This is an optimization exercise on Yosys and OpenROAD, whose aim is small area, a short achievable clock period and few clock cycles per item, not a production implementation.
Only simulation tests tie the RTL to the original design; equivalence was not proved.

==> flow/design.v <==
module R2FFT
  #(
    parameter FFT_LENGTH = 1024,
    parameter FFT_DW = 16,
    parameter PL_DEPTH = 3,
    parameter FFT_N = $clog2( FFT_LENGTH )
    )
   (
    input wire                      clk,
    input wire                      rst,
    input wire                      autorun,
    input wire                      run,
    input wire                      fin,
    input wire                      ifft,
    output wire                     done,
    output wire [2:0]               status,
    output wire signed [7:0]        bfpexp,
    input wire                      sact_istream,
    input wire signed [FFT_DW-1:0]  sdw_istream_real,
    input wire signed [FFT_DW-1:0]  sdw_istream_imag,
    input wire                      dmaact,
    input wire [FFT_N-1:0]          dmaa,
    output wire signed [FFT_DW-1:0] dmadr_real,
    output wire signed [FFT_DW-1:0] dmadr_imag,
    output wire                     twact,
    output wire [FFT_N-1-2:0]       twa,
    input wire [FFT_DW-1:0]         twdr_cos,
    output wire                     ract_ram0,
    output wire [FFT_N-1-1:0]       ra_ram0,
    input wire [FFT_DW*2-1:0]       rdr_ram0,
    output wire                     wact_ram0,
    output wire [FFT_N-1-1:0]       wa_ram0,
    output wire [FFT_DW*2-1:0]      wdw_ram0,
    output wire                     ract_ram1,
    output wire [FFT_N-1-1:0]       ra_ram1,
    input wire [FFT_DW*2-1:0]       rdr_ram1,
    output wire                     wact_ram1,
    output wire [FFT_N-1-1:0]       wa_ram1,
    output wire [FFT_DW*2-1:0]      wdw_ram1
    );
   function automatic [8:0] bitrev9(input [8:0] x);
      integer i;
      for (i = 0; i < 9; i = i + 1) bitrev9[i] = x[8-i];
   endfunction
   function automatic [7:0] bitrev8(input [7:0] x);
      integer i;
      for (i = 0; i < 8; i = i + 1) bitrev8[i] = x[7-i];
   endfunction
   function automatic [9:0] pnext(input [9:0] p, input [3:0] s);
      reg [9:0] m;
      begin
         m = 10'd1 << s;
         pnext = ((p | m) + 10'd1) & ~m;
      end
   endfunction
   function automatic [15:0] neg16(input [15:0] x);
      neg16 = ~x + 16'd1;
   endfunction
   function automatic [15:0] sat17(input [16:0] x);
      sat17 = (x[16] == x[15]) ? x[15:0] : {x[16], {15{~x[16]}}};
   endfunction
   reg [2:0]  st;
   reg [9:0]  icnt;
   wire       fin_fft;
   assign status = st;
   assign done = (st == 3'd4);
   assign bfpexp = 8'sd0;
   always @(posedge clk) begin
      if (rst) begin
         st <= 3'd0;
      end else begin
         case (st)
           3'd0: st <= 3'd1;
           3'd1: if (sact_istream && (&icnt)) st <= autorun ? 3'd3 : 3'd2;
           3'd2: if (run) st <= 3'd3;
           3'd3: if (fin_fft) st <= 3'd4;
           3'd4: if (fin) st <= 3'd1;
           default: st <= 3'd0;
         endcase
      end
   end
   always @(posedge clk) begin
      if (st != 3'd1) icnt <= 10'd0;
      else if (sact_istream) icnt <= icnt + 10'd1;
   end
   wire run3 = (st == 3'd3);
   reg [3:0]  rs;
   reg [8:0]  rk;
   reg [8:0]  ru;
   wire [8:0] rmask = (9'd1 << rs) - 9'd1;
   wire [7:0] tpair = bitrev8(ru[8:1]);
   always @(posedge clk) begin
      if (!run3) begin
         rs <= 4'd0;
         rk <= 9'd0;
         ru <= 9'd0;
      end else begin
         rk <= rk + 9'd1;
         if (&rk) begin
            rs <= rs + 4'd1;
            ru <= 9'd0;
         end else if ((rk & rmask) == rmask) begin
            ru <= ru + 9'd1;
         end
      end
   end
   assign twact = run3;
   assign twa = rk[0] ? (8'd0 - tpair) : tpair;
   reg [15:0] c_hold;
   reg        i_msb, i_szero, i_rot;
   reg signed [15:0] wr_r, wi_r;
   wire [15:0] s_eff = i_szero ? 16'd0 : twdr_cos;
   always @(posedge clk) begin
      if (rk[0]) begin
         c_hold <= twdr_cos;
         i_msb <= (rs == 4'd0) ? 1'b0 : ru[0];
         i_szero <= (ru[8:1] == 8'd0);
         i_rot <= (rs == 4'd0);
         if (i_rot) begin
            wr_r <= ifft ? neg16(wi_r) : wi_r;
            wi_r <= ifft ? wr_r : neg16(wr_r);
         end
      end else begin
         if (!i_msb) begin
            wr_r <= c_hold;
            wi_r <= ifft ? s_eff : neg16(s_eff);
         end else begin
            wr_r <= neg16(s_eff);
            wi_r <= ifft ? c_hold : neg16(c_hold);
         end
      end
   end
   reg        ion;
   reg [3:0]  is_;
   reg [9:0]  ip;
   wire       iv = run3 && ion && (is_ < 4'd10);
   wire [9:0] iq = ip | (10'd1 << is_);
   wire       ibank = ^ip;
   always @(posedge clk) begin
      ion <= run3;
      if (!run3) begin
         is_ <= 4'd0;
         ip <= 10'd0;
      end else if (iv) begin
         ip <= pnext(ip, is_);
         if (&(ip | iq)) is_ <= is_ + 4'd1;
      end
   end
   wire [8:0] ra_fft0 = ibank ? iq[9:1] : ip[9:1];
   wire [8:0] ra_fft1 = ibank ? ip[9:1] : iq[9:1];
   reg        v1, v2, v3;
   reg        bank1;
   always @(posedge clk) begin
      if (rst || !run3) begin
         v1 <= 1'b0;
         v2 <= 1'b0;
         v3 <= 1'b0;
      end else begin
         v1 <= iv;
         v2 <= v1;
         v3 <= v2;
      end
      bank1 <= ibank;
   end
   wire [31:0] opA = bank1 ? rdr_ram1 : rdr_ram0;
   wire [31:0] opB = bank1 ? rdr_ram0 : rdr_ram1;
   wire [15:0] a_re = opA[15:0];
   wire [15:0] a_im = opA[31:16];
   wire [15:0] b_re = opB[15:0];
   wire [15:0] b_im = opB[31:16];
   wire [16:0] s_re = {a_re[15], a_re} + {b_re[15], b_re};
   wire [16:0] s_im = {a_im[15], a_im} + {b_im[15], b_im};
   wire [16:0] d_re = {a_re[15], a_re} - {b_re[15], b_re};
   wire [16:0] d_im = {a_im[15], a_im} - {b_im[15], b_im};
   reg [15:0] sr1, si1;
   reg signed [15:0] dr1, di1;
   always @(posedge clk) begin
      sr1 <= s_re[16:1];
      si1 <= s_im[16:1];
      dr1 <= {d_re[16] ^ (b_re == 16'h8000), d_re[15:1]};
      di1 <= {d_im[16] ^ (b_im == 16'h8000), d_im[15:1]};
   end
   wire signed [15:0] m1w, m2w, m3w, m4w;
   fixed_point_multiplier um1 (.a(wr_r), .b(dr1), .m(m1w));
   fixed_point_multiplier um2 (.a(wi_r), .b(di1), .m(m2w));
   fixed_point_multiplier um3 (.a(wr_r), .b(di1), .m(m3w));
   fixed_point_multiplier um4 (.a(wi_r), .b(dr1), .m(m4w));
   reg signed [15:0] m1, m2, m3, m4;
   reg [15:0] sr2, si2;
   always @(posedge clk) begin
      m1 <= m1w;
      m2 <= m2w;
      m3 <= m3w;
      m4 <= m4w;
      sr2 <= sr1;
      si2 <= si1;
   end
   wire [16:0] x_re = {m1[15], m1} - {m2[15], m2};
   wire [16:0] x_im = {m3[15], m3} + {m4[15], m4};
   wire [31:0] outP = {si2, sr2};
   wire [31:0] outQ = {sat17(x_im), sat17(x_re)};
   reg [3:0]  ws;
   reg [9:0]  wp;
   wire [9:0] wq = wp | (10'd1 << ws);
   wire       wbank = ^wp;
   reg        wlast;
   always @(posedge clk) begin
      if (!run3) begin
         ws <= 4'd0;
         wp <= 10'd0;
      end else if (v3) begin
         wp <= pnext(wp, ws);
         if (&(wp | wq)) ws <= ws + 4'd1;
      end
      wlast <= run3 && v3 && (ws == 4'd9) && (&(wp | wq));
   end
   assign fin_fft = wlast;
   reg        wact0_r, wact1_r;
   reg [8:0]  wa0_r, wa1_r;
   reg [31:0] wdw0_r, wdw1_r;
   wire       in_wr = (st == 3'd1) && sact_istream;
   wire [8:0] in_a = bitrev9(icnt[8:0]);
   always @(posedge clk) begin
      if (rst) begin
         wact0_r <= 1'b0;
         wact1_r <= 1'b0;
      end else if (in_wr) begin
         wact0_r <= ~^icnt;
         wact1_r <= ^icnt;
      end else begin
         wact0_r <= v3;
         wact1_r <= v3;
      end
      if (in_wr) begin
         wa0_r <= in_a;
         wa1_r <= in_a;
         wdw0_r <= {sdw_istream_imag, sdw_istream_real};
         wdw1_r <= {sdw_istream_imag, sdw_istream_real};
      end else begin
         wa0_r <= wbank ? wq[9:1] : wp[9:1];
         wa1_r <= wbank ? wp[9:1] : wq[9:1];
         wdw0_r <= wbank ? outQ : outP;
         wdw1_r <= wbank ? outP : outQ;
      end
   end
   assign wact_ram0 = wact0_r;
   assign wact_ram1 = wact1_r;
   assign wa_ram0 = wa0_r;
   assign wa_ram1 = wa1_r;
   assign wdw_ram0 = wdw0_r;
   assign wdw_ram1 = wdw1_r;
   wire dmode = (st == 3'd4);
   reg  dsel;
   always @(posedge clk) dsel <= ^dmaa;
   assign ract_ram0 = dmode | iv;
   assign ract_ram1 = dmode | iv;
   assign ra_ram0 = dmode ? dmaa[9:1] : ra_fft0;
   assign ra_ram1 = dmode ? dmaa[9:1] : ra_fft1;
   assign {dmadr_imag, dmadr_real} = dsel ? rdr_ram1 : rdr_ram0;
endmodule
module fixed_point_multiplier (
    input  wire signed [15:0] a,
    input  wire signed [15:0] b,
    output wire signed [15:0] m
);
   wire signed [31:0] p = a * b;
   assign m = (p[31:30] == 2'b01) ? 16'sh7fff : p[30:15];
endmodule
==> flow/run.sh <==
#!/bin/bash
# synth_recipe.tcl (not shown) runs the flow's synth.tcl, then flattens the netlist and writes it again
# the make line also repeats each setting of config.mk as NAME=value (left out here)
make -C /OpenROAD-flow-scripts/flow DESIGN_CONFIG=/design/flow/config.mk WORK_HOME=/design/flow/orfs CLKGATE_MAP_FILE= SYNTH_SCRIPT=/design/flow/synth_recipe.tcl finish
==> flow/config.mk <==
export PLATFORM = sky130hd
export DESIGN_NAME = R2FFT
export DESIGN_NICKNAME = R2FFT
export VERILOG_FILES = /design/flow/design.v
export SDC_FILE = /design/flow/constraint.sdc
export NUM_CORES = 8
export LEC_CHECK = 0
export CAP_MARGIN = 20
export CORE_MARGIN = 2
export CORE_UTILIZATION = 40
export SLEW_MARGIN = 20
==> flow/constraint.sdc <==
create_clock -name core_clock -period 10.0 [get_ports {clk}]
set_input_delay 2.0000 -clock core_clock [delete_from_list [all_inputs] [get_ports {clk}]]
set_output_delay 2.0000 -clock core_clock [all_outputs]
set_load 0.01 [all_outputs]
==> impl_metrics.csv <==
group,metric,value,unit
run_status,status,"timing/DRC/antenna clean",
clock_tree,cts_hold_buffers,0,
worst_setup_path,critPathArrivalTime,8.47,ns
synthesis,async_reset_ff_share,0,%
clock_tree,cts_setup_buffers,0,
flow_run,maxCapViolations,0,
grt,grt_pass1_wl,249,mm
synthesis,yosys-top-cells-count,"1,248 x inv_1, 1,048 x fa_1, 739 x nand2_1, 479 x and2_1, 417 x ha_1",
synthesis,syn_avg_cell_area,8.90,sq um
grt,grt_pass1_vias,46100,
die,coreArea,0.143,sq mm
detailed_routing,vias,42800,
clock_tree,cts.repair.resized,0,
cells_and_area,area_delta_synth_final,10.6,%
synthesis,syn_inst,6454,
synthesis,netlist_area,0.0575,sq mm
timing,min_period,7.97,ns
synthesis,synth-main-ff-cell,"dfxtp_1",
detailed_routing,post_drt_wl_per_cell,18.0,microns
cells_and_area,layout.nets,8122,
place,place_hpwl,122,mm
clock_tree,cts_max_path_buffers,3,
timing,slew_headroom,22.8,%
worst_setup_path,cp.required,10.51,ns
timing,fin_tns_setup,0,ns
die,ios,287,
detailed_routing,drc_errors,0,
timing,clock.fmax,0.126,GHz
synthesis,synth_edf_count,51,
place,place_congestion,0.879,
synthesis,ys_seq_area_share,13.6,%
synthesis,synth_most_common_cell,"inv_1",
clock_tree,h-tree-depth,2,
worst_setup_path,regToRegSetupSlack,2.03,ns
detailed_routing,vias_per_cell,5.06,
worst_setup_path,cp-start-kind,"register",
clock_tree,clk_pin_slew,0.07,ns
grt,grt_max_degree,91,
clock_tree,worstSkewPairLatency,0.63,ns
clock_tree,cts.sinks,365,
hold_path,min_path_type,"register to register",
detailed_routing,firstDrtPassIters,7,
synthesis,ys_warn_count,1,
timing,rsz0062_at_grt,"no",
synthesis,yosys_register_bits,365,
detailed_routing,ant_nets,0,
synthesis,synth_area_leaders,"fa_1 37%, dfxtp_1 11%, ha_1 9.1%",
synthesis,yosysUniqueCellTypes,97,
grt,grt-ovfl-total,0,
die,num_rows,139,
place,portBuffers,277,
die,die_w,383,microns
worst_setup_path,critical_path_class,"register to register",
synthesis,synth.largest_area_cell,"fa_1",
die,start_util,40.1,%
worst_setup_path,path_max_fanout,20,
die,dieHeight,383,microns
timing,setup_viol,0,
worst_setup_path,endpoint_kind,"register",
detailed_routing,drt_iter0_markers,2147,
die,die-area,0.147,sq mm
grt,antenna_found_initial,1,
clock_tree,cts_tree,"yes",
clock_tree,cts_buffers,44,
grt,track_usage,21.3,%
synthesis,synth_top_area_share,36.5,%
clock_tree,root_buffer,"clkbuf_16",
timing,layout_worst_path_cycle_share,79.7,%
cells_and_area,drive_gt1_share,3.78,%
timing,worst_pin_slew,1.16,ns
timing,clock_skew,0.0332,ns
detailed_routing,drt_wl_total,153,mm
timing,finalHoldViolCount,0,
timing,slew_violations,0,
## final cells by class
class                   instances  area (sq um)
flip-flops and latches        365          7830
clock buffers                  58          1220
clock inverters                23           328
diodes                          1          2.50
repair buffers                358          3400
fillers                     13900         79600
well taps                    1903          2380
inverters                    1250          4690
multi-input cells            4508         43700
## cell usage in the layout (no fill, tap or decap), drive strengths merged, types with 13 or more instances in the layout
cell type,Yosys,final
a211oi,31,31
nand2b,76,76
xor2,87,87
a31oi,26,26
nor2b,62,62
nand3b,18,18
ha,417,417
a21o,51,51
xnor2,196,196
and2,479,479
fa,1048,1048
o21ai,197,197
o21a,28,28
edfxtp,51,51
a21oi,201,201
mux2,33,33
nand4,22,22
nor2,327,327
nor3,63,63
nand2,739,739
buf,44,82
o221ai,46,46
mux2i,23,23
or3,28,28
clkdlybuf4s50,0,276
nor3b,15,15
o21bai,14,14
and3,19,19
o31ai,18,18
dfxtp,314,314
inv,1249,1252
clkbuf,294,58
a221oi,13,13
nand3,51,51
nor4,23,23
## critical path, stage by stage, from the launching register on
cell      delay [ns]
edfxtp_1        1.02
buf_4           0.45
nand2_1         0.13
fa_1            0.55
fa_1            0.51
fa_1            0.52
inv_1           0.05
fa_1            0.51
fa_1            0.51
inv_1           0.05
fa_1            0.48
inv_1           0.05
ha_1            0.28
a21o_1          0.18
a21o_1          0.16
a21oi_1         0.12
o21ai_1         0.25
o211ai_1        0.53
a211oi_1        0.21
o21ai_1         0.76
nand2_1         0.17
or2_2           0.34
## sequential cells by signal, indices dropped and copies added, names as in the netlist, 16 cells and up
name    flops
wdw0_r     32
wdw1_r     32
c_hold     16
di1        16
dr1        16
m1         16
m2         16
m3         16
m4         16
si1        16
si2        16
sr1        16
sr2        16
wi_r       16
wr_r       16
## cells by family (layout without fill, tap and decap cells)
| family | count (synthesis) | in the layout | share of synthesized area [%] |
|---|---|---|---|
| and+or+nand+nor | 1960 | 1960 | 16.7 |
| xor gates and xnor gates | 283 | 283 | 4.31 |
| adders and majority gates | 1468 | 1468 | 45.6 |
| muxes | 57 | 57 | 1.09 |
| other | 1 | 9 | 0.00653 |
| buffers and inverters | 1588 | 1689 | 10.5 |
| AOI/OAI and AO/OA | 732 | 732 | 8.20 |
| DFF | 365 | 365 | 13.6 |
## per-stage QoR
step                      instance area (sq um)  cells  hold WS (ns)  util [%]  setup slack (ns)
after CTS                                 63500   8464         0.319      44.4              1.97
after global placement                    62000   8383         0.312      43.3              2.06
after global routing                      63500   8465         0.328      44.4              1.56
after floorplan                           57500   6461         0.310         -              3.52
final                                     63500   8466         0.322      44.4              2.03
after detailed placement                  62000   8383         0.312      43.3              1.98
## path summary, 6_finish.rpt
path	startpoint	endpoint	cells past startpoint
max	wr_r[11]$_DFFE_PP_	m3[6]$_SDFF_PN1_	21
min reg2reg	si1[13]$_DFF_P_	si2[13]$_DFF_P_	0
min	si1[13]$_DFF_P_	si2[13]$_DFF_P_	0
max reg2reg	wr_r[11]$_DFFE_PP_	m3[6]$_SDFF_PN1_	21
## routing by layer
layer	global-route usage, %	vias to the layer above	routed length, microns
met1	26.8	21600	64600
met3	2.33	258	7130
met2	38.1	1027	76000
met5	0	-	0
met4	6.71	0	4860
li1	-	20000	-
Testbench counts, summed over its fixed seeds: cycles 172,160, frames 24.

[port drivers added, routing unchanged]
The flow's constraints put no driver on any port. The routed layout listed below was extracted and timed again, unchanged, in two steps. Step 1 sets driving cells, clkbuf_16 on the clock port and buf_2 on the other inputs (assumed; they add their load-dependent delay and slew). Step 2, shift: input delay + t, output delay - t, t = (earliest + latest rising clock arrival at the registers) / 2. This alone moves slack from input paths to output paths. a / b / c = no drivers / after step 1 / after step 2; a / b = the first two.
t (ns): 0.683
setup slack, ns: 2.033 / 2.033 / 2.033
worst setup path after step 2: register to register
After both steps setup and hold are still met in this run. The setup slack of this run moves by 0.000 ns with the drivers and by 0.000 ns with both steps.
